This design comes from an exercise in tuning for small area and a short achievable clock period on the open sky130 flow, not from production work.
For this run, only the layout was checked, not whether the RTL still works.
No activity file was given, so power comes from the tool's default toggle rates.

<file path="config.mk">
export PLATFORM = sky130hd
export DESIGN_NAME = filter
export DESIGN_NICKNAME = filter
export VERILOG_FILES = /design/flow/design.v
export SDC_FILE = /design/flow/constraint.sdc
export NUM_CORES = 4
export LEC_CHECK = 0
export CAP_MARGIN = 20
export CORE_MARGIN = 2
export CORE_UTILIZATION = 40
export CTS_BUF_LIST = sky130_fd_sc_hd__clkbuf_8 sky130_fd_sc_hd__clkbuf_16
export CTS_CLUSTER_DIAMETER = 100
export CTS_CLUSTER_SIZE = 20
export SLEW_MARGIN = 20
</file>
<file path="constraint.sdc">
create_clock -name core_clock -period 10.0 [get_ports {clk}]
set_input_delay 2.0000 -clock core_clock [delete_from_list [all_inputs] [get_ports {clk}]]
set_output_delay 2.0000 -clock core_clock [all_outputs]
set_load 0.01 [all_outputs]
</file>
<file path="design.v">
module multiply
  (
   input wire [15:0]  x,
   input wire [23:0]  d,    
   output wire [15:0] z0,
   output wire [15:0] z1,
   output wire        zg,
   output wire [5:0]  zl0,
   output wire [5:0]  zl1
   );
   wire [17:0] xs = {x[15], x, 1'b0};
   wire one0 = d[0], two0 = d[1], neg0 = d[2];
   wire [16:0] pp0 = (({17{one0}} & xs[17:1]) | ({17{two0}} & xs[16:0])) ^ {17{neg0}};
   wire one1 = d[3], two1 = d[4], neg1 = d[5];
   wire [16:0] pp1 = (({17{one1}} & xs[17:1]) | ({17{two1}} & xs[16:0])) ^ {17{neg1}};
   wire one2 = d[6], two2 = d[7], neg2 = d[8];
   wire [16:0] pp2 = (({17{one2}} & xs[17:1]) | ({17{two2}} & xs[16:0])) ^ {17{neg2}};
   wire one3 = d[9], two3 = d[10], neg3 = d[11];
   wire [16:0] pp3 = (({17{one3}} & xs[17:1]) | ({17{two3}} & xs[16:0])) ^ {17{neg3}};
   wire one4 = d[12], two4 = d[13], neg4 = d[14];
   wire [16:0] pp4 = (({17{one4}} & xs[17:1]) | ({17{two4}} & xs[16:0])) ^ {17{neg4}};
   wire one5 = d[15], two5 = d[16], neg5 = d[17];
   wire [16:0] pp5 = (({17{one5}} & xs[17:1]) | ({17{two5}} & xs[16:0])) ^ {17{neg5}};
   wire one6 = d[18], two6 = d[19], neg6 = d[20];
   wire [16:0] pp6 = (({17{one6}} & xs[17:1]) | ({17{two6}} & xs[16:0])) ^ {17{neg6}};
   wire one7 = d[21], two7 = d[22], neg7 = d[23];
   wire [16:0] pp7 = (({17{one7}} & xs[17:1]) | ({17{two7}} & xs[16:0])) ^ {17{neg7}};
   wire n0 = pp0[10] ^ pp1[8];
   wire n1 = pp0[10] & pp1[8];
   wire n2 = pp0[11] ^ pp1[9];
   wire n3 = pp0[11] & pp1[9];
   wire n4 = pp0[12] ^ pp1[10] ^ pp2[8];
   wire n5 = (pp0[12] & pp1[10]) | (pp0[12] & pp2[8]) | (pp1[10] & pp2[8]);
   wire n6 = pp3[6] ^ pp4[4];
   wire n7 = pp3[6] & pp4[4];
   wire n8 = pp0[13] ^ pp1[11] ^ pp2[9];
   wire n9 = (pp0[13] & pp1[11]) | (pp0[13] & pp2[9]) | (pp1[11] & pp2[9]);
   wire n10 = pp3[7] ^ pp4[5];
   wire n11 = pp3[7] & pp4[5];
   wire n12 = pp0[14] ^ pp1[12] ^ pp2[10];
   wire n13 = (pp0[14] & pp1[12]) | (pp0[14] & pp2[10]) | (pp1[12] & pp2[10]);
   wire n14 = pp3[8] ^ pp4[6] ^ pp5[4];
   wire n15 = (pp3[8] & pp4[6]) | (pp3[8] & pp5[4]) | (pp4[6] & pp5[4]);
   wire n16 = pp6[2] ^ pp7[0];
   wire n17 = pp6[2] & pp7[0];
   wire n18 = pp0[15] ^ pp1[13] ^ pp2[11];
   wire n19 = (pp0[15] & pp1[13]) | (pp0[15] & pp2[11]) | (pp1[13] & pp2[11]);
   wire n20 = pp3[9] ^ pp4[7] ^ pp5[5];
   wire n21 = (pp3[9] & pp4[7]) | (pp3[9] & pp5[5]) | (pp4[7] & pp5[5]);
   wire n22 = pp6[3] ^ pp7[1];
   wire n23 = pp6[3] & pp7[1];
   wire n24 = ~pp0[16] ^ pp1[14] ^ pp2[12];
   wire n25 = (~pp0[16] & pp1[14]) | (~pp0[16] & pp2[12]) | (pp1[14] & pp2[12]);
   wire n26 = pp3[10] ^ pp4[8] ^ pp5[6];
   wire n27 = (pp3[10] & pp4[8]) | (pp3[10] & pp5[6]) | (pp4[8] & pp5[6]);
   wire n28 = pp6[4] ^ pp7[2];
   wire n29 = pp6[4] & pp7[2];
   wire n30 = pp1[15] ^ pp2[13] ^ pp3[11];
   wire n31 = (pp1[15] & pp2[13]) | (pp1[15] & pp3[11]) | (pp2[13] & pp3[11]);
   wire n32 = pp4[9] ^ pp5[7] ^ pp6[5];
   wire n33 = (pp4[9] & pp5[7]) | (pp4[9] & pp6[5]) | (pp5[7] & pp6[5]);
   wire n34 = ~pp1[16] ^ pp2[14] ^ pp3[12];
   wire n35 = (~pp1[16] & pp2[14]) | (~pp1[16] & pp3[12]) | (pp2[14] & pp3[12]);
   wire n36 = pp4[10] ^ pp5[8];
   wire n37 = pp4[10] & pp5[8];
   wire n38 = pp2[15] ^ pp3[13] ^ pp4[11];
   wire n39 = (pp2[15] & pp3[13]) | (pp2[15] & pp4[11]) | (pp3[13] & pp4[11]);
   wire n40 = ~pp2[16] ^ pp3[14];
   wire n41 = ~pp2[16] & pp3[14];
   wire n42 = pp0[6] ^ pp1[4];
   wire n43 = pp0[6] & pp1[4];
   wire n44 = pp0[7] ^ pp1[5];
   wire n45 = pp0[7] & pp1[5];
   wire n46 = pp0[8] ^ pp1[6] ^ pp2[4];
   wire n47 = (pp0[8] & pp1[6]) | (pp0[8] & pp2[4]) | (pp1[6] & pp2[4]);
   wire n48 = pp3[2] ^ pp4[0];
   wire n49 = pp3[2] & pp4[0];
   wire n50 = pp0[9] ^ pp1[7] ^ pp2[5];
   wire n51 = (pp0[9] & pp1[7]) | (pp0[9] & pp2[5]) | (pp1[7] & pp2[5]);
   wire n52 = pp3[3] ^ pp4[1];
   wire n53 = pp3[3] & pp4[1];
   wire n54 = n0 ^ pp2[6] ^ pp3[4];
   wire n55 = (n0 & pp2[6]) | (n0 & pp3[4]) | (pp2[6] & pp3[4]);
   wire n56 = pp4[2] ^ pp5[0] ^ neg5;
   wire n57 = (pp4[2] & pp5[0]) | (pp4[2] & neg5) | (pp5[0] & neg5);
   wire n58 = n1 ^ n2 ^ pp2[7];
   wire n59 = (n1 & n2) | (n1 & pp2[7]) | (n2 & pp2[7]);
   wire n60 = pp3[5] ^ pp4[3] ^ pp5[1];
   wire n61 = (pp3[5] & pp4[3]) | (pp3[5] & pp5[1]) | (pp4[3] & pp5[1]);
   wire n62 = n3 ^ n4 ^ n6;
   wire n63 = (n3 & n4) | (n3 & n6) | (n4 & n6);
   wire n64 = pp5[2] ^ pp6[0] ^ neg6;
   wire n65 = (pp5[2] & pp6[0]) | (pp5[2] & neg6) | (pp6[0] & neg6);
   wire n66 = n5 ^ n7 ^ n8;
   wire n67 = (n5 & n7) | (n5 & n8) | (n7 & n8);
   wire n68 = n10 ^ pp5[3] ^ pp6[1];
   wire n69 = (n10 & pp5[3]) | (n10 & pp6[1]) | (pp5[3] & pp6[1]);
   wire n70 = n9 ^ n11 ^ n12;
   wire n71 = (n9 & n11) | (n9 & n12) | (n11 & n12);
   wire n72 = n14 ^ n16 ^ neg7;
   wire n73 = (n14 & n16) | (n14 & neg7) | (n16 & neg7);
   wire n74 = n13 ^ n15 ^ n17;
   wire n75 = (n13 & n15) | (n13 & n17) | (n15 & n17);
   wire n76 = n18 ^ n20 ^ n22;
   wire n77 = (n18 & n20) | (n18 & n22) | (n20 & n22);
   wire n78 = n19 ^ n21 ^ n23;
   wire n79 = (n19 & n21) | (n19 & n23) | (n21 & n23);
   wire n80 = n24 ^ n26 ^ n28;
   wire n81 = (n24 & n26) | (n24 & n28) | (n26 & n28);
   wire n82 = n25 ^ n27 ^ n29;
   wire n83 = (n25 & n27) | (n25 & n29) | (n27 & n29);
   wire n84 = n30 ^ n32 ^ pp7[3];
   wire n85 = (n30 & n32) | (n30 & pp7[3]) | (n32 & pp7[3]);
   wire n86 = n31 ^ n33 ^ n34;
   wire n87 = (n31 & n33) | (n31 & n34) | (n33 & n34);
   wire n88 = n36 ^ pp6[6] ^ pp7[4];
   wire n89 = (n36 & pp6[6]) | (n36 & pp7[4]) | (pp6[6] & pp7[4]);
   wire n90 = n35 ^ n37 ^ n38;
   wire n91 = (n35 & n37) | (n35 & n38) | (n37 & n38);
   wire n92 = pp5[9] ^ pp6[7] ^ pp7[5];
   wire n93 = (pp5[9] & pp6[7]) | (pp5[9] & pp7[5]) | (pp6[7] & pp7[5]);
   wire n94 = n39 ^ n40 ^ pp4[12];
   wire n95 = (n39 & n40) | (n39 & pp4[12]) | (n40 & pp4[12]);
   wire n96 = pp5[10] ^ pp6[8] ^ pp7[6];
   wire n97 = (pp5[10] & pp6[8]) | (pp5[10] & pp7[6]) | (pp6[8] & pp7[6]);
   wire n98 = n41 ^ pp3[15] ^ pp4[13];
   wire n99 = (n41 & pp3[15]) | (n41 & pp4[13]) | (pp3[15] & pp4[13]);
   wire n100 = pp5[11] ^ pp6[9] ^ pp7[7];
   wire n101 = (pp5[11] & pp6[9]) | (pp5[11] & pp7[7]) | (pp6[9] & pp7[7]);
   wire n102 = ~pp3[16] ^ pp4[14] ^ pp5[12];
   wire n103 = (~pp3[16] & pp4[14]) | (~pp3[16] & pp5[12]) | (pp4[14] & pp5[12]);
   wire n104 = pp6[10] ^ pp7[8];
   wire n105 = pp6[10] & pp7[8];
   wire n106 = pp4[15] ^ pp5[13] ^ pp6[11];
   wire n107 = (pp4[15] & pp5[13]) | (pp4[15] & pp6[11]) | (pp5[13] & pp6[11]);
   wire n108 = ~pp4[16] ^ pp5[14];
   wire n109 = ~pp4[16] & pp5[14];
   wire n110 = pp0[4] ^ pp1[2];
   wire n111 = pp0[4] & pp1[2];
   wire n112 = pp0[5] ^ pp1[3];
   wire n113 = pp0[5] & pp1[3];
   wire n114 = n42 ^ pp2[2] ^ pp3[0];
   wire n115 = (n42 & pp2[2]) | (n42 & pp3[0]) | (pp2[2] & pp3[0]);
   wire n116 = n43 ^ n44 ^ pp2[3];
   wire n117 = (n43 & n44) | (n43 & pp2[3]) | (n44 & pp2[3]);
   wire n118 = n45 ^ n46 ^ n48;
   wire n119 = (n45 & n46) | (n45 & n48) | (n46 & n48);
   wire n120 = n47 ^ n49 ^ n50;
   wire n121 = (n47 & n49) | (n47 & n50) | (n49 & n50);
   wire n122 = n51 ^ n53 ^ n54;
   wire n123 = (n51 & n53) | (n51 & n54) | (n53 & n54);
   wire n124 = n55 ^ n57 ^ n58;
   wire n125 = (n55 & n57) | (n55 & n58) | (n57 & n58);
   wire n126 = n59 ^ n61 ^ n62;
   wire n127 = (n59 & n61) | (n59 & n62) | (n61 & n62);
   wire n128 = n63 ^ n65 ^ n66;
   wire n129 = (n63 & n65) | (n63 & n66) | (n65 & n66);
   wire n130 = n67 ^ n69 ^ n70;
   wire n131 = (n67 & n69) | (n67 & n70) | (n69 & n70);
   wire n132 = n71 ^ n73 ^ n74;
   wire n133 = (n71 & n73) | (n71 & n74) | (n73 & n74);
   wire n134 = n75 ^ n77 ^ n78;
   wire n135 = (n75 & n77) | (n75 & n78) | (n77 & n78);
   wire n136 = n79 ^ n81 ^ n82;
   wire n137 = (n79 & n81) | (n79 & n82) | (n81 & n82);
   wire n138 = n83 ^ n85 ^ n86;
   wire n139 = (n83 & n85) | (n83 & n86) | (n85 & n86);
   wire n140 = n87 ^ n89 ^ n90;
   wire n141 = (n87 & n89) | (n87 & n90) | (n89 & n90);
   wire n142 = n91 ^ n93 ^ n94;
   wire n143 = (n91 & n93) | (n91 & n94) | (n93 & n94);
   wire n144 = n95 ^ n97 ^ n98;
   wire n145 = (n95 & n97) | (n95 & n98) | (n97 & n98);
   wire n146 = n99 ^ n101 ^ n102;
   wire n147 = (n99 & n101) | (n99 & n102) | (n101 & n102);
   wire n148 = n103 ^ n105 ^ n106;
   wire n149 = (n103 & n105) | (n103 & n106) | (n105 & n106);
   wire n150 = n107 ^ n108 ^ pp6[12];
   wire n151 = (n107 & n108) | (n107 & pp6[12]) | (n108 & pp6[12]);
   wire n152 = n109 ^ pp5[15] ^ pp6[13];
   wire n153 = (n109 & pp5[15]) | (n109 & pp6[13]) | (pp5[15] & pp6[13]);
   wire n154 = ~pp5[16] ^ pp6[14];
   wire n155 = ~pp5[16] & pp6[14];
   wire n156 = pp0[2] ^ pp1[0];
   wire n157 = pp0[2] & pp1[0];
   wire n158 = pp0[3] ^ pp1[1];
   wire n159 = pp0[3] & pp1[1];
   wire n160 = n110 ^ pp2[0] ^ neg2;
   wire n161 = (n110 & pp2[0]) | (n110 & neg2) | (pp2[0] & neg2);
   wire n162 = n111 ^ n112 ^ pp2[1];
   wire n163 = (n111 & n112) | (n111 & pp2[1]) | (n112 & pp2[1]);
   wire n164 = n113 ^ n114 ^ neg3;
   wire n165 = (n113 & n114) | (n113 & neg3) | (n114 & neg3);
   wire n166 = n115 ^ n116 ^ pp3[1];
   wire n167 = (n115 & n116) | (n115 & pp3[1]) | (n116 & pp3[1]);
   wire n168 = n117 ^ n118 ^ neg4;
   wire n169 = (n117 & n118) | (n117 & neg4) | (n118 & neg4);
   wire n170 = n119 ^ n120 ^ n52;
   wire n171 = (n119 & n120) | (n119 & n52) | (n120 & n52);
   wire n172 = n121 ^ n122 ^ n56;
   wire n173 = (n121 & n122) | (n121 & n56) | (n122 & n56);
   wire n174 = n123 ^ n124 ^ n60;
   wire n175 = (n123 & n124) | (n123 & n60) | (n124 & n60);
   wire n176 = n125 ^ n126 ^ n64;
   wire n177 = (n125 & n126) | (n125 & n64) | (n126 & n64);
   wire n178 = n127 ^ n128 ^ n68;
   wire n179 = (n127 & n128) | (n127 & n68) | (n128 & n68);
   wire n180 = n129 ^ n130 ^ n72;
   wire n181 = (n129 & n130) | (n129 & n72) | (n130 & n72);
   wire n182 = n131 ^ n132 ^ n76;
   wire n183 = (n131 & n132) | (n131 & n76) | (n132 & n76);
   wire n184 = n133 ^ n134 ^ n80;
   wire n185 = (n133 & n134) | (n133 & n80) | (n134 & n80);
   wire n186 = n135 ^ n136 ^ n84;
   wire n187 = (n135 & n136) | (n135 & n84) | (n136 & n84);
   wire n188 = n137 ^ n138 ^ n88;
   wire n189 = (n137 & n138) | (n137 & n88) | (n138 & n88);
   wire n190 = n139 ^ n140 ^ n92;
   wire n191 = (n139 & n140) | (n139 & n92) | (n140 & n92);
   wire n192 = n141 ^ n142 ^ n96;
   wire n193 = (n141 & n142) | (n141 & n96) | (n142 & n96);
   wire n194 = n143 ^ n144 ^ n100;
   wire n195 = (n143 & n144) | (n143 & n100) | (n144 & n100);
   wire n196 = n145 ^ n146 ^ n104;
   wire n197 = (n145 & n146) | (n145 & n104) | (n146 & n104);
   wire n198 = n147 ^ n148 ^ pp7[9];
   wire n199 = (n147 & n148) | (n147 & pp7[9]) | (n148 & pp7[9]);
   wire n200 = n149 ^ n150 ^ pp7[10];
   wire n201 = (n149 & n150) | (n149 & pp7[10]) | (n150 & pp7[10]);
   wire n202 = n151 ^ n152 ^ pp7[11];
   wire n203 = (n151 & n152) | (n151 & pp7[11]) | (n152 & pp7[11]);
   wire n204 = n153 ^ n154 ^ pp7[12];
   wire n205 = (n153 & n154) | (n153 & pp7[12]) | (n154 & pp7[12]);
   wire n206 = n155 ^ pp6[15] ^ pp7[13];
   wire n207 = (n155 & pp6[15]) | (n155 & pp7[13]) | (pp6[15] & pp7[13]);
   wire n208 = ~pp6[16] ^ pp7[14];
   wire n209 = ~pp6[16] & pp7[14];
   wire n210 = pp0[0] & neg0;
   wire n211 = pp0[0] | neg0;
   wire n212 = n156 & neg1;
   wire n213 = n156 | neg1;
   wire n214 = n157 & n158;
   wire n215 = n157 | n158;
   wire n216 = n159 & n160;
   wire n217 = n159 | n160;
   wire n218 = n161 & n162;
   wire n219 = n161 | n162;
   wire n220 = n163 & n164;
   wire n221 = n163 | n164;
   wire n222 = n165 & n166;
   wire n223 = n165 | n166;
   wire n224 = n167 & n168;
   wire n225 = n167 | n168;
   wire n226 = pp0[1] & n210;
   wire n227 = pp0[1] & n211;
   wire n228 = n214 | (n215 & n212);
   wire n229 = n215 & n213;
   wire n230 = n228 | (n229 & n226);
   wire n231 = n229 & n227;
   wire n232 = n218 | (n219 & n216);
   wire n233 = n219 & n217;
   wire n234 = n224 | (n225 & n222);
   wire n235 = n225 & n223;
   wire n236 = n234 | (n235 & n220);
   wire n237 = n235 & n221;
   wire n238 = n236 | (n237 & n232);
   wire n239 = n237 & n233;
   wire n240 = n238 | (n239 & n230);
   wire n241 = n239 & n231;
   assign zg = n240;
   assign zl0 = {n179, n177, n175, n173, n171, n169};
   assign zl1 = {n180, n178, n176, n174, n172, n170};
   assign z0 = {~pp7[16], n209, n207, n205, n203, n201, n199, n197, n195, n193, n191, n189, n187, n185, n183, n181};
   assign z1 = {1'b0, pp7[15], n208, n206, n204, n202, n200, n198, n196, n194, n192, n190, n188, n186, n184, n182};
endmodule
module recode
  (
   input wire [15:0]  y,
   output wire [23:0] d
   );
   wire [16:0] yy = {y, 1'b0};
   genvar j;
   generate
      for (j = 0; j < 8; j = j + 1) begin: dig
         wire b2 = yy[2*j+2], b1 = yy[2*j+1], b0 = yy[2*j];
         assign d[3*j]   = b1 ^ b0;
         assign d[3*j+1] = (b2 & ~b1 & ~b0) | (~b2 & b1 & b0);
         assign d[3*j+2] = b2 & ~(b1 & b0);
      end
   endgenerate
endmodule
module summult
  (
   input wire         clk,
   input wire         first,
   input wire [15:0]  a0,
   input wire [15:0]  a1,
   input wire         ag,
   input wire [5:0]  al0,
   input wire [5:0]  al1,
   input wire [15:0]  b0,
   input wire [15:0]  b1,
   input wire         bg,
   input wire [5:0]  bl0,
   input wire [5:0]  bl1,
   output reg [15:0]  sum
   );
   reg [15:0] acc0, acc1;
   wire [15:0] q0 = first ? 16'hAAB0 : acc0;
   wire [15:0] q1 = first ? 16'h0000 : acc1;
   wire s0 = al0[0] & al1[0];
   wire s1 = al0[0] | al1[0];
   wire s2 = al0[1] & al1[1];
   wire s3 = al0[1] | al1[1];
   wire s4 = al0[2] & al1[2];
   wire s5 = al0[2] | al1[2];
   wire s6 = al0[3] & al1[3];
   wire s7 = al0[3] | al1[3];
   wire s8 = al0[4] & al1[4];
   wire s9 = al0[4] | al1[4];
   wire s10 = al0[5] & al1[5];
   wire s11 = al0[5] | al1[5];
   wire s12 = s2 | (s3 & s0);
   wire s13 = s3 & s1;
   wire s14 = s12 | (s13 & ag);
   wire s15 = s6 | (s7 & s4);
   wire s16 = s7 & s5;
   wire s17 = s10 | (s11 & s8);
   wire s18 = s11 & s9;
   wire s19 = s17 | (s18 & s15);
   wire s20 = s18 & s16;
   wire s21 = s19 | (s20 & s14);
   wire s22 = bl0[0] & bl1[0];
   wire s23 = bl0[0] | bl1[0];
   wire s24 = bl0[1] & bl1[1];
   wire s25 = bl0[1] | bl1[1];
   wire s26 = bl0[2] & bl1[2];
   wire s27 = bl0[2] | bl1[2];
   wire s28 = bl0[3] & bl1[3];
   wire s29 = bl0[3] | bl1[3];
   wire s30 = bl0[4] & bl1[4];
   wire s31 = bl0[4] | bl1[4];
   wire s32 = bl0[5] & bl1[5];
   wire s33 = bl0[5] | bl1[5];
   wire s34 = s24 | (s25 & s22);
   wire s35 = s25 & s23;
   wire s36 = s34 | (s35 & bg);
   wire s37 = s28 | (s29 & s26);
   wire s38 = s29 & s27;
   wire s39 = s32 | (s33 & s30);
   wire s40 = s33 & s31;
   wire s41 = s39 | (s40 & s37);
   wire s42 = s40 & s38;
   wire s43 = s41 | (s42 & s36);
   wire s44 = q0[0] ^ q1[0] ^ a0[0];
   wire s45 = (q0[0] & q1[0]) | (q0[0] & a0[0]) | (q1[0] & a0[0]);
   wire s46 = q0[1] ^ q1[1];
   wire s47 = q0[1] & q1[1];
   wire s48 = q0[2] ^ q1[2];
   wire s49 = q0[2] & q1[2];
   wire s50 = q0[3] ^ q1[3];
   wire s51 = q0[3] & q1[3];
   wire s52 = q0[4] ^ q1[4];
   wire s53 = q0[4] & q1[4];
   wire s54 = q0[5] ^ q1[5];
   wire s55 = q0[5] & q1[5];
   wire s56 = q0[6] ^ q1[6];
   wire s57 = q0[6] & q1[6];
   wire s58 = q0[7] ^ q1[7];
   wire s59 = q0[7] & q1[7];
   wire s60 = q0[8] ^ q1[8];
   wire s61 = q0[8] & q1[8];
   wire s62 = q0[9] ^ q1[9];
   wire s63 = q0[9] & q1[9];
   wire s64 = q0[10] ^ q1[10];
   wire s65 = q0[10] & q1[10];
   wire s66 = q0[11] ^ q1[11];
   wire s67 = q0[11] & q1[11];
   wire s68 = q0[12] ^ q1[12];
   wire s69 = q0[12] & q1[12];
   wire s70 = q0[13] ^ q1[13];
   wire s71 = q0[13] & q1[13];
   wire s72 = q0[14] ^ q1[14];
   wire s73 = q0[14] & q1[14];
   wire s74 = q0[15] ^ q1[15];
   wire s75 = q0[15] & q1[15];
   wire s76 = s44 ^ a1[0] ^ b0[0];
   wire s77 = (s44 & a1[0]) | (s44 & b0[0]) | (a1[0] & b0[0]);
   wire s78 = s45 ^ s46 ^ a0[1];
   wire s79 = (s45 & s46) | (s45 & a0[1]) | (s46 & a0[1]);
   wire s80 = a1[1] ^ b0[1];
   wire s81 = a1[1] & b0[1];
   wire s82 = s47 ^ s48 ^ a0[2];
   wire s83 = (s47 & s48) | (s47 & a0[2]) | (s48 & a0[2]);
   wire s84 = a1[2] ^ b0[2] ^ b1[2];
   wire s85 = (a1[2] & b0[2]) | (a1[2] & b1[2]) | (b0[2] & b1[2]);
   wire s86 = s49 ^ s50 ^ a0[3];
   wire s87 = (s49 & s50) | (s49 & a0[3]) | (s50 & a0[3]);
   wire s88 = a1[3] ^ b0[3] ^ b1[3];
   wire s89 = (a1[3] & b0[3]) | (a1[3] & b1[3]) | (b0[3] & b1[3]);
   wire s90 = s51 ^ s52 ^ a0[4];
   wire s91 = (s51 & s52) | (s51 & a0[4]) | (s52 & a0[4]);
   wire s92 = a1[4] ^ b0[4] ^ b1[4];
   wire s93 = (a1[4] & b0[4]) | (a1[4] & b1[4]) | (b0[4] & b1[4]);
   wire s94 = s53 ^ s54 ^ a0[5];
   wire s95 = (s53 & s54) | (s53 & a0[5]) | (s54 & a0[5]);
   wire s96 = a1[5] ^ b0[5] ^ b1[5];
   wire s97 = (a1[5] & b0[5]) | (a1[5] & b1[5]) | (b0[5] & b1[5]);
   wire s98 = s55 ^ s56 ^ a0[6];
   wire s99 = (s55 & s56) | (s55 & a0[6]) | (s56 & a0[6]);
   wire s100 = a1[6] ^ b0[6] ^ b1[6];
   wire s101 = (a1[6] & b0[6]) | (a1[6] & b1[6]) | (b0[6] & b1[6]);
   wire s102 = s57 ^ s58 ^ a0[7];
   wire s103 = (s57 & s58) | (s57 & a0[7]) | (s58 & a0[7]);
   wire s104 = a1[7] ^ b0[7] ^ b1[7];
   wire s105 = (a1[7] & b0[7]) | (a1[7] & b1[7]) | (b0[7] & b1[7]);
   wire s106 = s59 ^ s60 ^ a0[8];
   wire s107 = (s59 & s60) | (s59 & a0[8]) | (s60 & a0[8]);
   wire s108 = a1[8] ^ b0[8] ^ b1[8];
   wire s109 = (a1[8] & b0[8]) | (a1[8] & b1[8]) | (b0[8] & b1[8]);
   wire s110 = s61 ^ s62 ^ a0[9];
   wire s111 = (s61 & s62) | (s61 & a0[9]) | (s62 & a0[9]);
   wire s112 = a1[9] ^ b0[9] ^ b1[9];
   wire s113 = (a1[9] & b0[9]) | (a1[9] & b1[9]) | (b0[9] & b1[9]);
   wire s114 = s63 ^ s64 ^ a0[10];
   wire s115 = (s63 & s64) | (s63 & a0[10]) | (s64 & a0[10]);
   wire s116 = a1[10] ^ b0[10] ^ b1[10];
   wire s117 = (a1[10] & b0[10]) | (a1[10] & b1[10]) | (b0[10] & b1[10]);
   wire s118 = s65 ^ s66 ^ a0[11];
   wire s119 = (s65 & s66) | (s65 & a0[11]) | (s66 & a0[11]);
   wire s120 = a1[11] ^ b0[11] ^ b1[11];
   wire s121 = (a1[11] & b0[11]) | (a1[11] & b1[11]) | (b0[11] & b1[11]);
   wire s122 = s67 ^ s68 ^ a0[12];
   wire s123 = (s67 & s68) | (s67 & a0[12]) | (s68 & a0[12]);
   wire s124 = a1[12] ^ b0[12] ^ b1[12];
   wire s125 = (a1[12] & b0[12]) | (a1[12] & b1[12]) | (b0[12] & b1[12]);
   wire s126 = s69 ^ s70 ^ a0[13];
   wire s127 = (s69 & s70) | (s69 & a0[13]) | (s70 & a0[13]);
   wire s128 = a1[13] ^ b0[13] ^ b1[13];
   wire s129 = (a1[13] & b0[13]) | (a1[13] & b1[13]) | (b0[13] & b1[13]);
   wire s130 = s71 ^ s72 ^ a0[14];
   wire s131 = (s71 & s72) | (s71 & a0[14]) | (s72 & a0[14]);
   wire s132 = a1[14] ^ b0[14] ^ b1[14];
   wire s133 = (a1[14] & b0[14]) | (a1[14] & b1[14]) | (b0[14] & b1[14]);
   wire s134 = s73 ^ s74 ^ a0[15];
   wire s135 = (s73 & s74) | (s73 & a0[15]) | (s74 & a0[15]);
   wire s136 = a1[15] ^ b0[15] ^ b1[15];
   wire s137 = (a1[15] & b0[15]) | (a1[15] & b1[15]) | (b0[15] & b1[15]);
   wire s138 = s76 ^ b1[0];
   wire s139 = s76 & b1[0];
   wire s140 = s77 ^ s78 ^ s80;
   wire s141 = (s77 & s78) | (s77 & s80) | (s78 & s80);
   wire s142 = s79 ^ s81 ^ s82;
   wire s143 = (s79 & s81) | (s79 & s82) | (s81 & s82);
   wire s144 = s83 ^ s85 ^ s86;
   wire s145 = (s83 & s85) | (s83 & s86) | (s85 & s86);
   wire s146 = s87 ^ s89 ^ s90;
   wire s147 = (s87 & s89) | (s87 & s90) | (s89 & s90);
   wire s148 = s91 ^ s93 ^ s94;
   wire s149 = (s91 & s93) | (s91 & s94) | (s93 & s94);
   wire s150 = s95 ^ s97 ^ s98;
   wire s151 = (s95 & s97) | (s95 & s98) | (s97 & s98);
   wire s152 = s99 ^ s101 ^ s102;
   wire s153 = (s99 & s101) | (s99 & s102) | (s101 & s102);
   wire s154 = s103 ^ s105 ^ s106;
   wire s155 = (s103 & s105) | (s103 & s106) | (s105 & s106);
   wire s156 = s107 ^ s109 ^ s110;
   wire s157 = (s107 & s109) | (s107 & s110) | (s109 & s110);
   wire s158 = s111 ^ s113 ^ s114;
   wire s159 = (s111 & s113) | (s111 & s114) | (s113 & s114);
   wire s160 = s115 ^ s117 ^ s118;
   wire s161 = (s115 & s117) | (s115 & s118) | (s117 & s118);
   wire s162 = s119 ^ s121 ^ s122;
   wire s163 = (s119 & s121) | (s119 & s122) | (s121 & s122);
   wire s164 = s123 ^ s125 ^ s126;
   wire s165 = (s123 & s125) | (s123 & s126) | (s125 & s126);
   wire s166 = s127 ^ s129 ^ s130;
   wire s167 = (s127 & s129) | (s127 & s130) | (s129 & s130);
   wire s168 = s131 ^ s133 ^ s134;
   wire s169 = (s131 & s133) | (s131 & s134) | (s133 & s134);
   wire s170 = s138 ^ s21;
   wire s171 = s138 & s21;
   wire s172 = s139 ^ s140 ^ b1[1];
   wire s173 = (s139 & s140) | (s139 & b1[1]) | (s140 & b1[1]);
   wire s174 = s141 ^ s142 ^ s84;
   wire s175 = (s141 & s142) | (s141 & s84) | (s142 & s84);
   wire s176 = s143 ^ s144 ^ s88;
   wire s177 = (s143 & s144) | (s143 & s88) | (s144 & s88);
   wire s178 = s145 ^ s146 ^ s92;
   wire s179 = (s145 & s146) | (s145 & s92) | (s146 & s92);
   wire s180 = s147 ^ s148 ^ s96;
   wire s181 = (s147 & s148) | (s147 & s96) | (s148 & s96);
   wire s182 = s149 ^ s150 ^ s100;
   wire s183 = (s149 & s150) | (s149 & s100) | (s150 & s100);
   wire s184 = s151 ^ s152 ^ s104;
   wire s185 = (s151 & s152) | (s151 & s104) | (s152 & s104);
   wire s186 = s153 ^ s154 ^ s108;
   wire s187 = (s153 & s154) | (s153 & s108) | (s154 & s108);
   wire s188 = s155 ^ s156 ^ s112;
   wire s189 = (s155 & s156) | (s155 & s112) | (s156 & s112);
   wire s190 = s157 ^ s158 ^ s116;
   wire s191 = (s157 & s158) | (s157 & s116) | (s158 & s116);
   wire s192 = s159 ^ s160 ^ s120;
   wire s193 = (s159 & s160) | (s159 & s120) | (s160 & s120);
   wire s194 = s161 ^ s162 ^ s124;
   wire s195 = (s161 & s162) | (s161 & s124) | (s162 & s124);
   wire s196 = s163 ^ s164 ^ s128;
   wire s197 = (s163 & s164) | (s163 & s128) | (s164 & s128);
   wire s198 = s165 ^ s166 ^ s132;
   wire s199 = (s165 & s166) | (s165 & s132) | (s166 & s132);
   wire s200 = s167 ^ s168 ^ s136;
   wire s201 = (s167 & s168) | (s167 & s136) | (s168 & s136);
   wire [15:0] r0 = {s199, s197, s195, s193, s191, s189, s187, s185, s183, s181, s179, s177, s175, s173, s171, s170};
   wire [15:0] r1 = {s200, s198, s196, s194, s192, s190, s188, s186, s184, s182, s180, s178, s176, s174, s172, s43};
   always @(posedge clk) begin
      acc0 <= r0;
      acc1 <= r1;
      sum <= acc0 + acc1;
   end
endmodule
module filter
  #(
    parameter WIDTH = 32,
    parameter MWIDTH = 1,
    parameter FLTLEN = 8,
    parameter ID = 123
    )
   (
    input wire                   clk,
    input wire                   rst_n,
    input wire [WIDTH-1:0]       in_data,
    input wire                   in_nd,
    input wire [MWIDTH-1:0]      in_m,
    input wire [32-1:0]  in_msg,
    input wire                   in_msg_nd,
    output wire [WIDTH-1:0]      out_data,
    output wire                  out_nd,
    output wire [MWIDTH-1:0]     out_m,
    output wire                  error
    );
   integer j;
   reg [1:0] g;
   always @(posedge clk)
     if (!rst_n)
       g <= 2'd0;
     else
       g <= g + 2'd1;
   wire last = (g == 2'd3);
   reg [2:0]   which_pos;
   reg         setting_taps;
   reg         tap_set_error;
   assign error = tap_set_error;
   wire hdr    = in_msg[32-1];
   wire our_id = (in_msg[16:7] == ID);
   always @(posedge clk)
     if (!rst_n) begin
        setting_taps <= 1'b0;
        tap_set_error <= 1'b0;
     end else if (in_msg_nd) begin
        if (hdr) begin
           if (setting_taps)
             tap_set_error <= 1'b1;
           if (our_id) begin
              which_pos <= 3'd0;
              setting_taps <= 1'b1;
           end
        end else if (setting_taps) begin
           if (which_pos == 3'd7) begin
              which_pos <= 3'd0;
              setting_taps <= 1'b0;
           end else
             which_pos <= which_pos + 3'd1;
        end
     end
   reg [15:0]  tr [0:7];
   reg [7:0]   tv;
   wire [2:0]  wslot = which_pos - {g, 1'b0} - 3'd2;
   wire        twr = in_msg_nd & setting_taps;
   reg [15:0]  tr_d [0:7];
   reg [7:0]   tv_d;
   always @* begin
      for (j = 0; j < 8; j = j + 1) begin
         tr_d[j] = (twr && wslot == j) ? in_msg[15:0] : tr[(j+2)%8];
         tv_d[j] = rst_n & ((twr && wslot == j) | tv[(j+2)%8]);
      end
   end
   always @(posedge clk)
     for (j = 0; j < 8; j = j + 1)
       tr[j] <= tr_d[j];
   always @(posedge clk)
     tv <= tv_d;
   reg [31:0]  inbuf;
   reg         mbuf;
   reg         pending;
   always @(posedge clk)
     if (in_nd) begin
        inbuf <= in_data;
        mbuf <= in_m;
     end
   always @(posedge clk)
     if (!rst_n)
       pending <= 1'b0;
     else
       pending <= in_nd | (pending & ~last);
   reg ins, ins_n;
   wire ins_d = rst_n & (g == 2'd2) & (in_nd | pending);
   always @(posedge clk) begin
      ins <= ins_d;
      ins_n <= ~ins_d;
   end
   reg [31:0]  hr [0:7];
   reg [7:0]   hv;
   always @(posedge clk) begin
      hr[0] <= ins ? inbuf : hr[2];
      for (j = 1; j < 4; j = j + 1)
        hr[j] <= ins ? hr[j+1] : hr[j+2];
      for (j = 4; j < 8; j = j + 1)
        hr[j] <= !ins_n ? hr[(j+1)%8] : hr[(j+2)%8];
   end
   wire [7:0]  hv_d = !rst_n ? 8'd0 :
                      ins ? ({hv[0], hv[7:1]} | 8'd1) : {hv[1:0], hv[7:2]};
   always @(posedge clk)
     hv <= hv_d;
   reg [6:0]   q;
   always @(posedge clk)
     if (!rst_n)
       q <= 7'd0;
     else
       q <= {q[5:0], ins};
   assign out_nd = q[6];
   reg first_n;
   always @(posedge clk)
     first_n <= ~(rst_n & q[0]);
   reg mframe, mout;
   always @(posedge clk)
     if (last) begin
        mout <= mframe;
        if (pending)
          mframe <= mbuf;
     end
   assign out_m = mout;
   wire [15:0] ta_d = tr[2] & {16{tv[2] & hv_d[0]}};
   wire [15:0] tb_d = tr[3] & {16{tv[3] & hv_d[1]}};
   wire [23:0] da_d, db_d;
   recode rca (.y(ta_d), .d(da_d));
   recode rcb (.y(tb_d), .d(db_d));
   reg [23:0]  da, db, da_n, db_n;
   always @(posedge clk) begin
      da <= da_d;
      db <= db_d;
      da_n <= ~da_d;
      db_n <= ~db_d;
   end
   localparam K = 8;             
   localparam W = 14 - K;
   wire [15:0]  ra0, ra1, rb0, rb1, ia0, ia1, ib0, ib1;
   wire         rag, rbg, iag, ibg;
   wire [W-1:0] ral0, ral1, rbl0, rbl1, ial0, ial1, ibl0, ibl1;
   multiply mra (.x(hr[0][31:16]), .d(da), .z0(ra0), .z1(ra1), .zg(rag), .zl0(ral0), .zl1(ral1));
   multiply mrb (.x(hr[1][31:16]), .d(db), .z0(rb0), .z1(rb1), .zg(rbg), .zl0(rbl0), .zl1(rbl1));
   multiply mia (.x(hr[0][15:0]),  .d(~da_n), .z0(ia0), .z1(ia1), .zg(iag), .zl0(ial0), .zl1(ial1));
   multiply mib (.x(hr[1][15:0]),  .d(~db_n), .z0(ib0), .z1(ib1), .zg(ibg), .zl0(ibl0), .zl1(ibl1));
   reg [15:0]  pra0, pra1, prb0, prb1, pia0, pia1, pib0, pib1;
   reg         prag, prbg, piag, pibg;
   reg [W-1:0] pral0, pral1, prbl0, prbl1, pial0, pial1, pibl0, pibl1;
   always @(posedge clk) begin
      pra0 <= ra0; pra1 <= ra1; prag <= rag; pral0 <= ral0; pral1 <= ral1;
      prb0 <= rb0; prb1 <= rb1; prbg <= rbg; prbl0 <= rbl0; prbl1 <= rbl1;
      pia0 <= ia0; pia1 <= ia1; piag <= iag; pial0 <= ial0; pial1 <= ial1;
      pib0 <= ib0; pib1 <= ib1; pibg <= ibg; pibl0 <= ibl0; pibl1 <= ibl1;
   end
   wire [15:0] acc_re, acc_im;
   summult sre (.clk(clk), .first(q[1]),
                .a0(pra0), .a1(pra1), .ag(prag), .al0(pral0), .al1(pral1),
                .b0(prb0), .b1(prb1), .bg(prbg), .bl0(prbl0), .bl1(prbl1),
                .sum(acc_re));
   summult sim (.clk(clk), .first(~first_n),
                .a0(pia0), .a1(pia1), .ag(piag), .al0(pial0), .al1(pial1),
                .b0(pib0), .b1(pib1), .bg(pibg), .bl0(pibl0), .bl1(pibl1),
                .sum(acc_im));
   assign out_data = {acc_re, acc_im};
endmodule
</file>
<file path="flow/run.sh">
#!/bin/bash
# The standard layout with two changes in how it is made:
#  - after the standard synthesis, flow/fapol.py chooses the polarity of each
#    full-adder cell so that fewer inverters are needed (registers and their
#    names are untouched; the netlist computes the same function);
#  - timing repair aims past the 10 ns constraint, and the ports are buffered
#    with buf_2 cells.
# Each step's output goes to a log file of its own here (and ORFS's own logs
# stay under orfs/logs/).
set -euo pipefail
R=orfs/results/sky130hd/filter/base
bash standard.sh synth > make_synth.log 2>&1
cp $R/1_2_yosys.v $R/1_2_yosys_std.v
python3 flow/fapol.py $R/1_2_yosys_std.v $R/1_2_yosys.v > fapol.log 2>&1
rm -f $R/1_synth.odb
bash standard.sh SETUP_SLACK_MARGIN=6.7 "BUFFER_PORTS_ARGS=-buffer_cell sky130_fd_sc_hd__buf_2" finish > make_finish.log 2>&1
</file>
<file path="flow/fapol.py">
#!/usr/bin/env python3
"""Full-adder polarity clean-up on a Yosys gate netlist (sky130hd).

A full adder is self-dual: FA(~a, ~b, ~c) = (~sum, ~cout). Yosys's
extract_fa leaves many inverters between full adders. This pass chooses,
for each fa cell, whether it computes its true or its complemented outputs
(by taking the complements of all three inputs), so that fewer inverters are
needed, and writes the netlist back with the inverters that the choice needs.
Registers and all other cells are kept as they are, with their names; every
net that is kept carries the same function as before.

Usage: fapol.py IN.v OUT.v
"""
import re, sys
from collections import defaultdict

INV = {"sky130_fd_sc_hd__inv_1", "sky130_fd_sc_hd__inv_2"}
FA = "sky130_fd_sc_hd__fa_1"
OUTPINS = {"X", "Y", "Q", "Q_N", "SUM", "COUT", "HI", "LO"}

cell_re = re.compile(r'^[ \t]*(sky130_fd_sc_hd__\w+)\s+(\S+)\s*\((.*?)\);[ \t]*\n', re.S | re.M)
pin_re = re.compile(r'\.(\w+)\(\s*(.*?)\s*\)\s*(?:,|$)', re.S)


def main(inp, outp):
    txt = open(inp).read()
    cells = []
    for m in cell_re.finditer(txt):
        typ, name, body = m.group(1), m.group(2), m.group(3)
        pins = {}
        for pm in pin_re.finditer(body.strip()):
            pins[pm.group(1)] = pm.group(2).strip()
        cells.append({"typ": typ, "name": name, "pins": pins, "span": m.span()})
    rest = cell_re.sub("", txt)
    if re.search(r'\bassign\b', rest):
        raise SystemExit("fapol: netlist has assign statements; not handled")
    if len(re.findall(r'\bmodule\b', txt)) != 1:
        raise SystemExit("fapol: expected exactly one module")
    hdr = re.search(r'module\s+\S+\s*\((.*?)\);', txt, re.S)
    ports = set(p.strip() for p in hdr.group(1).split(','))

    def is_port(n):
        return n.split('[')[0].strip() in ports

    # the cells must sit together, with nothing else between them
    body_start = cells[0]["span"][0]
    body_end = cells[-1]["span"][1]
    between = txt[body_start:body_end]
    if cell_re.sub("", between).strip():
        raise SystemExit("fapol: unexpected text between cells")

    driver = {}
    for i, c in enumerate(cells):
        for p, n in c["pins"].items():
            if n and p in OUTPINS:
                if n in driver:
                    raise SystemExit(f"fapol: net {n} has two drivers")
                driver[n] = (i, p)

    # removable inverters: out net -> in net
    inv_of = {}
    for i, c in enumerate(cells):
        if c["typ"] in INV and not is_port(c["pins"]["Y"]):
            c["removable"] = True
            inv_of[c["pins"]["Y"]] = c["pins"]["A"]

    def base(n):
        pol = 0
        while n in inv_of:
            n = inv_of[n]
            pol ^= 1
        return n, pol

    fas = [i for i, c in enumerate(cells) if c["typ"] == FA
           and not any(is_port(c["pins"][p]) for p in ("SUM", "COUT"))]
    fa_set = set(fas)
    flip = defaultdict(int)

    # consumers of each base signal: (polarity wanted, cell index)
    req = defaultdict(list)
    for i, c in enumerate(cells):
        if c.get("removable"):
            continue
        for p, n in c["pins"].items():
            if p in OUTPINS or not n:
                continue
            b, pol = base(n)
            req[b].append((pol, i))

    def prod(b):
        d = driver.get(b)
        return flip[d[0]] if d is not None and d[0] in fa_set else 0

    def cost_of(b):
        pp = prod(b)
        for pol, i in req.get(b, []):
            if pol ^ flip[i] != pp:
                return 1
        return 0

    def fa_signals(i):
        c = cells[i]
        return {base(c["pins"][p])[0] for p in ("A", "B", "CIN")} | \
               {c["pins"][p] for p in ("SUM", "COUT")}

    allb = set(req) | set(driver)
    before = sum(cost_of(b) for b in allb)
    for _ in range(30):
        improved = False
        for i in fas:
            sig = fa_signals(i)
            c0 = sum(cost_of(b) for b in sig)
            flip[i] ^= 1
            if sum(cost_of(b) for b in sig) < c0:
                improved = True
            else:
                flip[i] ^= 1
        if not improved:
            break
    after = sum(cost_of(b) for b in allb)
    nflip = sum(flip[i] for i in fas)
    print(f"fapol: inverters {before} -> {after}; {nflip} of {len(fas)} fa cells complemented",
          file=sys.stderr)
    if outp is None:
        return

    # net names: polarity 0 of b keeps the name b; polarity 1 reuses the
    # name of an old inverter output of b if there is one
    inv_names = defaultdict(list)
    for n in inv_of:
        b, pol = base(n)
        if pol == 1:
            inv_names[b].append(n)
    wires = []
    cnt = [0]

    def fresh():
        cnt[0] += 1
        n = f"_fapol{cnt[0]}_"
        wires.append(n)
        return n

    names = {}

    def name_for(b, pol):
        if (b, pol) not in names:
            if pol == 0:
                names[(b, pol)] = b
            elif inv_names[b]:
                names[(b, pol)] = inv_names[b][0]
            else:
                names[(b, pol)] = fresh()
        return names[(b, pol)]

    made = set()
    newcells = []

    def net_at(b, want):
        pp = prod(b)
        if want != pp and (b, want) not in made:
            made.add((b, want))
            cnt[0] += 1
            newcells.append(("sky130_fd_sc_hd__inv_1", f"_fapolinv{cnt[0]}_",
                             {"A": name_for(b, pp), "Y": name_for(b, want)}))
        return name_for(b, want)

    out_cells = []
    for i, c in enumerate(cells):
        if c.get("removable"):
            continue
        f = flip[i]
        pins = {}
        for p, n in c["pins"].items():
            if not n:
                pins[p] = n
            elif p in OUTPINS:
                pins[p] = name_for(n, f)
            else:
                b, pol = base(n)
                pins[p] = net_at(b, pol ^ f)
        out_cells.append((c["typ"], c["name"], pins))

    head = txt[:body_start]
    tail = txt[body_end:]
    decl = "".join(f"  wire {w};\n" for w in wires)
    lines = []
    for typ, name, pins in out_cells + newcells:
        ps = ",\n".join(f"    .{p}({n} )" for p, n in pins.items())
        lines.append(f"  {typ} {name} (\n{ps}\n  );\n")
    open(outp, "w").write(head + decl + "".join(lines) + tail)


if __name__ == "__main__":
    main(sys.argv[1], sys.argv[2] if len(sys.argv) > 2 else None)
</file>
<file path="standard.sh">
#!/bin/bash
# synth_recipe.tcl (not shown) runs the flow's synth.tcl, then flattens the netlist and writes it again
# the make line also repeats each setting of config.mk as NAME=value (left out here)
make -C /OpenROAD-flow-scripts/flow DESIGN_CONFIG=/design/flow/config.mk WORK_HOME=/design/flow/orfs CLKGATE_MAP_FILE= SYNTH_SCRIPT=/design/flow/synth_recipe.tcl "${@:-finish}"
</file>
==> results.json <==
{
  "grt_pass1_vias": 29700,
  "via_count": 28800,
  "cp.arrival_ns": 3.87,
  "clock_sink_count": 821,
  "io_buffers": 89,
  "root_buffer": "clkbuf_16",
  "p_leak_nw": 21.4,
  "ir_worst_vdd_mv": 0.143,
  "setup_tns_ns": 0,
  "total_power_mw": 8.48,
  "wirelength_mm": 109,
  "status": "finished clean",
  "hp-class": "reg2reg",
  "post-route-period-util_pct": 32.7,
  "drv_cap": 0,
  "clock_path_buffers": 3,
  "wl_per_cell_um": 19.7,
  "worstSetupPathType": "reg2reg",
  "die_h_um": 342,
  "grt_pass1_wl_mm": 173,
  "nets": 4648,
  "overflow": 0,
  "row_count": 124,
  "path_clk_slew_ns": 0.08,
  "startpoint_type": "flip-flop",
  "slew_headroom_pct": 39.5,
  "fin_skew_ns": 0.0234,
  "syn-num-nets": 4703,
  "end_kind": "flip-flop",
  "drt_iter0_drc": 2049,
  "grt_max_degree": 76,
  "final_layout_size_suffix_gt1_share_pct": 20.9,
  "critical_path_peak_fanout": 17,
  "netlist_instances": 4027,
  "hold_buffers": 0,
  "slew_violations": 0,
  "antenna_found_initial": 4,
  "cts_tree": "done",
  "dr.pass1.iters": 5,
  "pin_count": 104,
  "rsz0062_at_grt": "yes",
  "hpwl_mm": 77.3,
  "finalSetupViolCount": 0,
  "gp_congestion": 0.855,
  "critPathRequiredTime_ns": 10.60,
  "fill_cells": 10700,
  "synth_area_sq_um": 45800,
  "fp.dieW_um": 342,
  "fmax_ghz": 0.306,
  "drc": 0,
  "cts_buffers": 51,
  "via_per_inst": 5.23,
  "hold_viol": 0,
  "finalCriticalPeriod_ns": 3.27,
  "grt.total_usage_pct": 18.7,
  "start_util_pct": 40.2,
  "avgSynthCellArea_sq_um": 11.4,
  "worst_pin_slew_ns": 0.905,
  "areaGrowthSynthToFinish_pct": 8.86,
  "powerDensity_nw_per_um2": 170,
  "die_area_sq_um": 117000,
  "worstSkewPairLatency_ns": 0.68,
  "antenna_left": 0,
  "core_area_sq_um": 114000,
  "yosys_warnings": 8,
  "htree_num_levels": 2
}
metrics by stage:
| stage | hold WS (ns) | instance area (sq um) | worst slack (ns) | utilization (%) | std cells |
|---|---|---|---|---|---|
| global placement | 0.401 | 47400 | 6.07 | 41.6 | 5367 |
| floorplan | 0.382 | 45800 | 6.62 | - | 4027 |
| detailed placement | 0.405 | 47400 | 6.09 | 41.6 | 5367 |
| global route | 0.441 | 49800 | 6.55 | 43.8 | 5505 |
| finish | 0.425 | 49800 | 6.73 | 43.8 | 5506 |
| CTS | 0.425 | 49400 | 6.60 | 43.4 | 5483 |
layout by cell type, fill, tap and decap left out, drive strengths merged, types with 58 or more instances in the layout:
| cell | n |
|---|---|
| o21ai | 63 |
| xnor2 | 394 |
| o22ai | 241 |
| dfxtp | 783 |
| xor2 | 181 |
| ha | 167 |
| a22oi | 240 |
| buf | 204 |
| nand2 | 127 |
| mux2 | 374 |
| nor2 | 58 |
| inv | 285 |
| fa | 440 |
repair_timing:
item | 4_1_cts | 5_1_grt
pin swaps | 0 | 10
setup endpoints to repair | 79 | 55
gates resized for setup | 130 | 80
buffers inserted | 39 | 22
cloned | 3 | 0
per-layer routing:
| layer | up-vias | share of wire [%] | GRT usage, % | wire, um |
|---|---|---|---|---|
| met1 | 14400 | 47 | 26.8 | 51100 |
| met3 | 177 | 5.7 | 2.62 | 6160 |
| met4 | 2 | 2.7 | 5.92 | 2990 |
| met2 | 801 | 45 | 29.2 | 48400 |
| met5 | - | 0.025 | 0 | 27 |
| li1 | 13300 | - | - | - |
report_power, final:
group	leakage (nW)	switching, mW	internal [mW]
combinational	13.8	1.05	0.947
sequential	6.80	0.462	3.89
clock	0.768	1.16	0.963
total	21.4	2.67	5.80
critical path, cell delays in order (launching register included):
cell,delay [ns]
dfxtp_4,0.50
o22ai_2,0.11
xor2_1,0.17
fa_1,0.56
inv_1,0.06
fa_1,0.47
fa_1,0.53
nor2_1,0.08
a21oi_1,0.10
o21ai_0,0.12
a221oi_1,0.25
nand3_1,0.16
o21ai_2,0.10
area by class of cell:
class / count / area, sq um / share of cell area, %
repair buffers: 205 / 1380 / 2.77
diodes: 1 / 2.50 / 0.00502
repair inverters: 3 / 15.0 / 0.0301
well taps: 1512 / 1890 / 3.80
flip-flops and latches: 821 / 17000 / 34.2
multi-input cells: 2589 / 26700 / 53.7
inverters: 301 / 1250 / 2.51
clock inverters: 22 / 213 / 0.427
clock buffers: 52 / 1300 / 2.61
flip-flops by register name (all words and copies together) (netlist names), 24 cells and up:
name and count:
inbuf 32, db 24, da 24, hr 256, tr 128, db_n 24, da_n 24
final timing paths:
check	startpoint	endpoint	slack (ns)	cells after the start
setup / recovery	db_n[6]$_DFF_P_	pibg$_DFF_P_	6.73	12
hold / removal	mframe$_DFFE_PP_	mout$_DFFE_PP_	0.43	0
setup reg to reg	db_n[6]$_DFF_P_	pibg$_DFF_P_	6.73	12
hold reg to reg	mframe$_DFFE_PP_	mout$_DFFE_PP_	0.43	0

-- what the ideal ports hide --
Ports are ideal in the flow. The routed layout listed here was re-timed in OpenROAD. Step 1 sets driving cells, clkbuf_16 on the clock port and buf_2 on the other inputs (assumed; they add their load-dependent delay and slew). Step 2 times the ports against the registers' clock, not the clock port: input delays grow and output delays shrink by t, the midpoint of the rising clock arrivals with the driver on. Slacks: ideal ports / drivers / drivers and shift; pairs: ideal ports / drivers.
t (ns): 0.736
slack for setup (ns): 6.727 / 6.679 / 6.243
worst setup path after step 2: input to register
worst data-port slew with drivers (ns): 0.05
After both steps setup and hold are still met in this run. The setup slack of this run moves by -0.048 ns with the drivers and by -0.484 ns with both steps.
